This design comes from an exercise in tuning for a short achievable clock period and few clock cycles on the open sky130 flow, not from production work. In this exercise RTL edits were held to simulation tests only and were not proved equivalent to the original. Power is estimated from default activity; no workload was simulated.

## main
## cpu_wrapper
module cpu_wrapper(
    clk, rst, carry_in,
    imem_addr, imem_data,
    dmem_addr, dmem_we, dmem_wdata, dmem_rdata,
    io_out, halted
    );
==> flow/config.mk <==
export PLATFORM = sky130hd
export DESIGN_NAME = cpu_wrapper
export DESIGN_NICKNAME = cpu_wrapper
export VERILOG_FILES = /design/flow/design.v
export SDC_FILE = /design/flow/constraint.sdc
export NUM_CORES = 4
export LEC_CHECK = 0
export ABC_CLOCK_PERIOD_IN_PS = 2200
export CAP_MARGIN = 20
export CORE_MARGIN = 2
export CORE_UTILIZATION = 35
export PLACE_DENSITY_LB_ADDON = 0.2
export SETUP_SLACK_MARGIN = 4.3
export SLEW_MARGIN = 20
==> flow/constraint.sdc <==
create_clock -name core_clock -period 6.5 [get_ports {clk}]
set_input_delay 1.3000 -clock core_clock [delete_from_list [all_inputs] [get_ports {clk}]]
set_output_delay 1.3000 -clock core_clock [all_outputs]
set_load 0.01 [all_outputs]
standard.sh (not shown) runs the stock make flow with config.mk's settings and CLKGATE_MAP_FILE= SYNTH_SCRIPT=/design/flow/synth_recipe.tcl, a recipe that flattens the netlist after the stock synthesis.
==> flow/flow/run.sh <==
#!/bin/bash
# The standard layout (the standard.sh), with one change: synthesis leaves
# adders as plain gates for abc instead of mapping them onto the library's
# full/half adder cells (ADDER_MAP_FILE empty), which gives faster carry logic.
# Registers are the standard synthesis's: the adder step never touches them.
set -euo pipefail
bash standard.sh ADDER_MAP_FILE= finish > standard_finish.log 2>&1
Testbench counts of main, summed over its fixed seeds: cycles 21,532.
## Diff of input files: the feature branch against main
-- flow/config.mk --
<<< main, line 8
export ABC_CLOCK_PERIOD_IN_PS = 2200
>>> the feature branch, line 8
export ABC_CLOCK_PERIOD_IN_PS = 2000
<<< main, line 11
export CORE_UTILIZATION = 35
export PLACE_DENSITY_LB_ADDON = 0.2
export SETUP_SLACK_MARGIN = 4.3
>>> the feature branch, line 11
export CORE_UTILIZATION = 45
export SETUP_SLACK_MARGIN = 4.4
### Flow results
- Relative to main, the die area measured on the feature branch has decreased by more than 10%.
- main reports its capture point of the worst path as alt_q[5] while the feature branch reports alt_q[0].
- Comparing the feature branch and main, the lower maximum fanout count along the critical path was measured on main.
- Taking main as the reference, in the feature branch instance count after placement with tap cells included saw a decrease, overall power of the completed layout picked up an extra 590 uW, wire length of the first global-routing pass rose 860 um, area overhead of the layout relative to synthesis went up.

========
cpu_wrapper again, from the RTL that the note above started with.
// cpu_wrapper
module cpu_wrapper(
    clk, rst, carry_in,
    imem_addr, imem_data,
    dmem_addr, dmem_we, dmem_wdata, dmem_rdata,
    io_out, halted
    );
==> flow/config.mk <==
export PLATFORM = sky130hd
export DESIGN_NAME = cpu_wrapper
export DESIGN_NICKNAME = cpu_wrapper
export VERILOG_FILES = /design/flow/design.v
export SDC_FILE = /design/flow/constraint.sdc
export NUM_CORES = 4
export LEC_CHECK = 0
export ABC_CLOCK_PERIOD_IN_PS = 2000
export CAP_MARGIN = 20
export CORE_MARGIN = 2
export CORE_UTILIZATION = 40
export CTS_CLUSTER_SIZE = 20
export SETUP_SLACK_MARGIN = 4.5
export SLEW_MARGIN = 20
==> flow/constraint.sdc <==
create_clock -name core_clock -period 6.5 [get_ports {clk}]
set_input_delay 1.3000 -clock core_clock [delete_from_list [all_inputs] [get_ports {clk}]]
set_output_delay 1.3000 -clock core_clock [all_outputs]
set_load 0.01 [all_outputs]
Scripts as last shown in full above: flow/flow/run.sh
Testbench counts at the start, summed over its fixed seeds: cycles 21,532.
Rerun with:
==> flow/run.sh (new file) <==
#!/bin/bash
# synth_recipe.tcl (not shown) runs the flow's synth.tcl, then flattens the netlist and writes it again
# the make line also repeats each setting of config.mk as NAME=value (left out here)
make -C /OpenROAD-flow-scripts/flow DESIGN_CONFIG=/design/flow/config.mk WORK_HOME=/design/flow/orfs CLKGATE_MAP_FILE= SYNTH_SCRIPT=/design/flow/synth_recipe.tcl finish
Settings changed: ABC_CLOCK_PERIOD_IN_PS 2000 to 2200, CTS_CLUSTER_SIZE 20 to not set, SETUP_SLACK_MARGIN 4.5 to 4.2.
removed: flow/flow/run.sh
removed: flow/standard.sh
=> The new run produced a clean layout. Final area fell by 13%. Routed wire length came out lower by 15%. Hold slack got worse by 0.013 ns. Critical path depth is lower by 2. Setup slack gets worse by 0.26 ns. Global-route usage came out lower by 1.2 points.

========
the reference run:
Starting RTL as in the previous note.
Settings: LEC_CHECK=0, ABC_CLOCK_PERIOD_IN_PS=1800, CAP_MARGIN=20, CORE_MARGIN=2, CORE_UTILIZATION=40, SETUP_SLACK_MARGIN=4.4, SLEW_MARGIN=20; clock period 6.5 ns.
==> flow/flow/run.sh <==
#!/bin/bash
# The standard layout (the standard.sh), with one change: synthesis leaves
# adders as plain gates for abc instead of mapping them onto the library's
# full/half adder cells (ADDER_MAP_FILE empty), which gives faster carry logic.
# Registers are the standard synthesis's: the adder step never touches them.
set -euo pipefail
bash standard.sh ADDER_MAP_FILE= finish > standard_finish.log 2>&1
Having completed the whole flow, the reference run delivered a layout that passed the timing, design-rule and antenna checks.
Testbench counts of the reference run, summed over its fixed seeds: cycles 21,532.
#### Input delta (the trial run over the reference run)
# the reference run
export LEC_CHECK = 0
export ABC_CLOCK_PERIOD_IN_PS = 1800
export CAP_MARGIN = 20
export CORE_MARGIN = 2
export CORE_UTILIZATION = 40
export SETUP_SLACK_MARGIN = 4.4
export SLEW_MARGIN = 20
create_clock -name core_clock -period 6.5 [get_ports {clk}]
# the trial run
export LEC_CHECK = 0
export ABC_CLOCK_PERIOD_IN_PS = 2200
export CAP_MARGIN = 20
export CORE_MARGIN = 2
export CORE_UTILIZATION = 40
export SETUP_SLACK_MARGIN = 4.2
export SLEW_MARGIN = 20
create_clock -name core_clock -period 6.5 [get_ports {clk}]
### Flow results
- In the trial run, wire length after detailed routing is lower than in the reference run.
- Average wire per standard cell, the trial run and the reference run: smaller value in the trial run
- The trial run: part of the cycle the worst path needs is 0.24 points higher than what the reference run reported.
- Against the reference run, final cell count without fillers in the trial run fell by a few percent.
- Looking only at data required time at the worst endpoint, and setting everything else aside, the higher value of the trial run and the reference run goes to the trial run.
- Leakage power of the trial run falls short of that of the reference run by more than 10%.

========
Setup of run E:
Starting RTL as in the previous note.
// cpu_wrapper
module cpu_wrapper(
    clk, rst, carry_in,
    imem_addr, imem_data,
    dmem_addr, dmem_we, dmem_wdata, dmem_rdata,
    io_out, halted
    );
export LEC_CHECK = 0
export ABC_CLOCK_PERIOD_IN_PS = 1800
export CAP_MARGIN = 20
export CORE_MARGIN = 2
export CORE_UTILIZATION = 40
export SETUP_SLACK_MARGIN = 4.6
export SLEW_MARGIN = 20
create_clock -name core_clock -period 6.5 [get_ports {clk}]
Scripts as last shown in full above: flow/flow/run.sh
Testbench counts of run E, summed over its fixed seeds: cycles 21,532.
Edits applied to the flow inputs when going from run E to run G:
Settings: swapping 4.6 for 4.4 in SETUP_SLACK_MARGIN; swapping 1800 for 2000 in ABC_CLOCK_PERIOD_IN_PS.
Findings:
- Run G ran to completion and came out clean on the timing, design-rule and antenna checks.
- Total internal power: run G vs run E — no meaningful difference
- Via count of the routed design in run G is 0.39% lower than in run E
- Sequential cell area in the final layout: run G vs run E, no meaningful difference

-- afterwards: timing with drivers on the ports --
The results above use ideal ports. As a check the final layouts listed here were re-extracted and re-timed, cells and wires unchanged.
Step 1 assumes that a clkbuf_16 drives the clock port and a buf_2 every other input.
Step 2 adds t to the input delays and takes it off the output delays; t is the mean of the earliest and latest rising clock arrival at the registers after step 1. Input paths then give back, and output paths get back, about the clock's delay inside the block.
a / b / c = no drivers / after step 1 / after step 2; a / b = the first two.
| run | t, ns | setup slack, ns | hold WS [ns] | worst setup path after step 2 | pins driven straight from the clock port |
|---|---|---|---|---|---|
| main | 0.483 | 4.007 / 4.011 / 3.527 | 0.395 / 0.395 / 0.395 | input to register | 1 |
| the feature branch | 0.474 | 4.052 / 4.045 / 3.570 | 0.388 / 0.388 / 0.388 | input to register | 1 |
| the first run of note 2 | 0.488 | 4.105 / 4.105 / 3.617 | 0.400 / 0.400 / 0.400 | input to register | 1 |
| the second run of note 2 | 0.480 | 3.849 / 3.849 / 3.627 | 0.387 / 0.387 / 0.387 | input to register | 1 |
| the reference run | 0.494 | 4.070 / 4.091 / 3.597 | 0.382 / 0.382 / 0.382 | input to register | 1 |
| the trial run | 0.484 | 4.055 / 4.056 / 3.572 | 0.391 / 0.391 / 0.391 | input to register | 1 |
| run E | 0.485 | 3.996 / 4.019 / 3.534 | 0.409 / 0.409 / 0.409 | input to register | 1 |
| run G | 0.494 | 4.070 / 4.091 / 3.597 | 0.382 / 0.382 / 0.382 | input to register | 1 |
After both steps setup and hold are still met in every run listed. The setup slack of the first run of note 2, which loses most, moves by 0.000 ns with the drivers and by -0.488 ns with both steps.
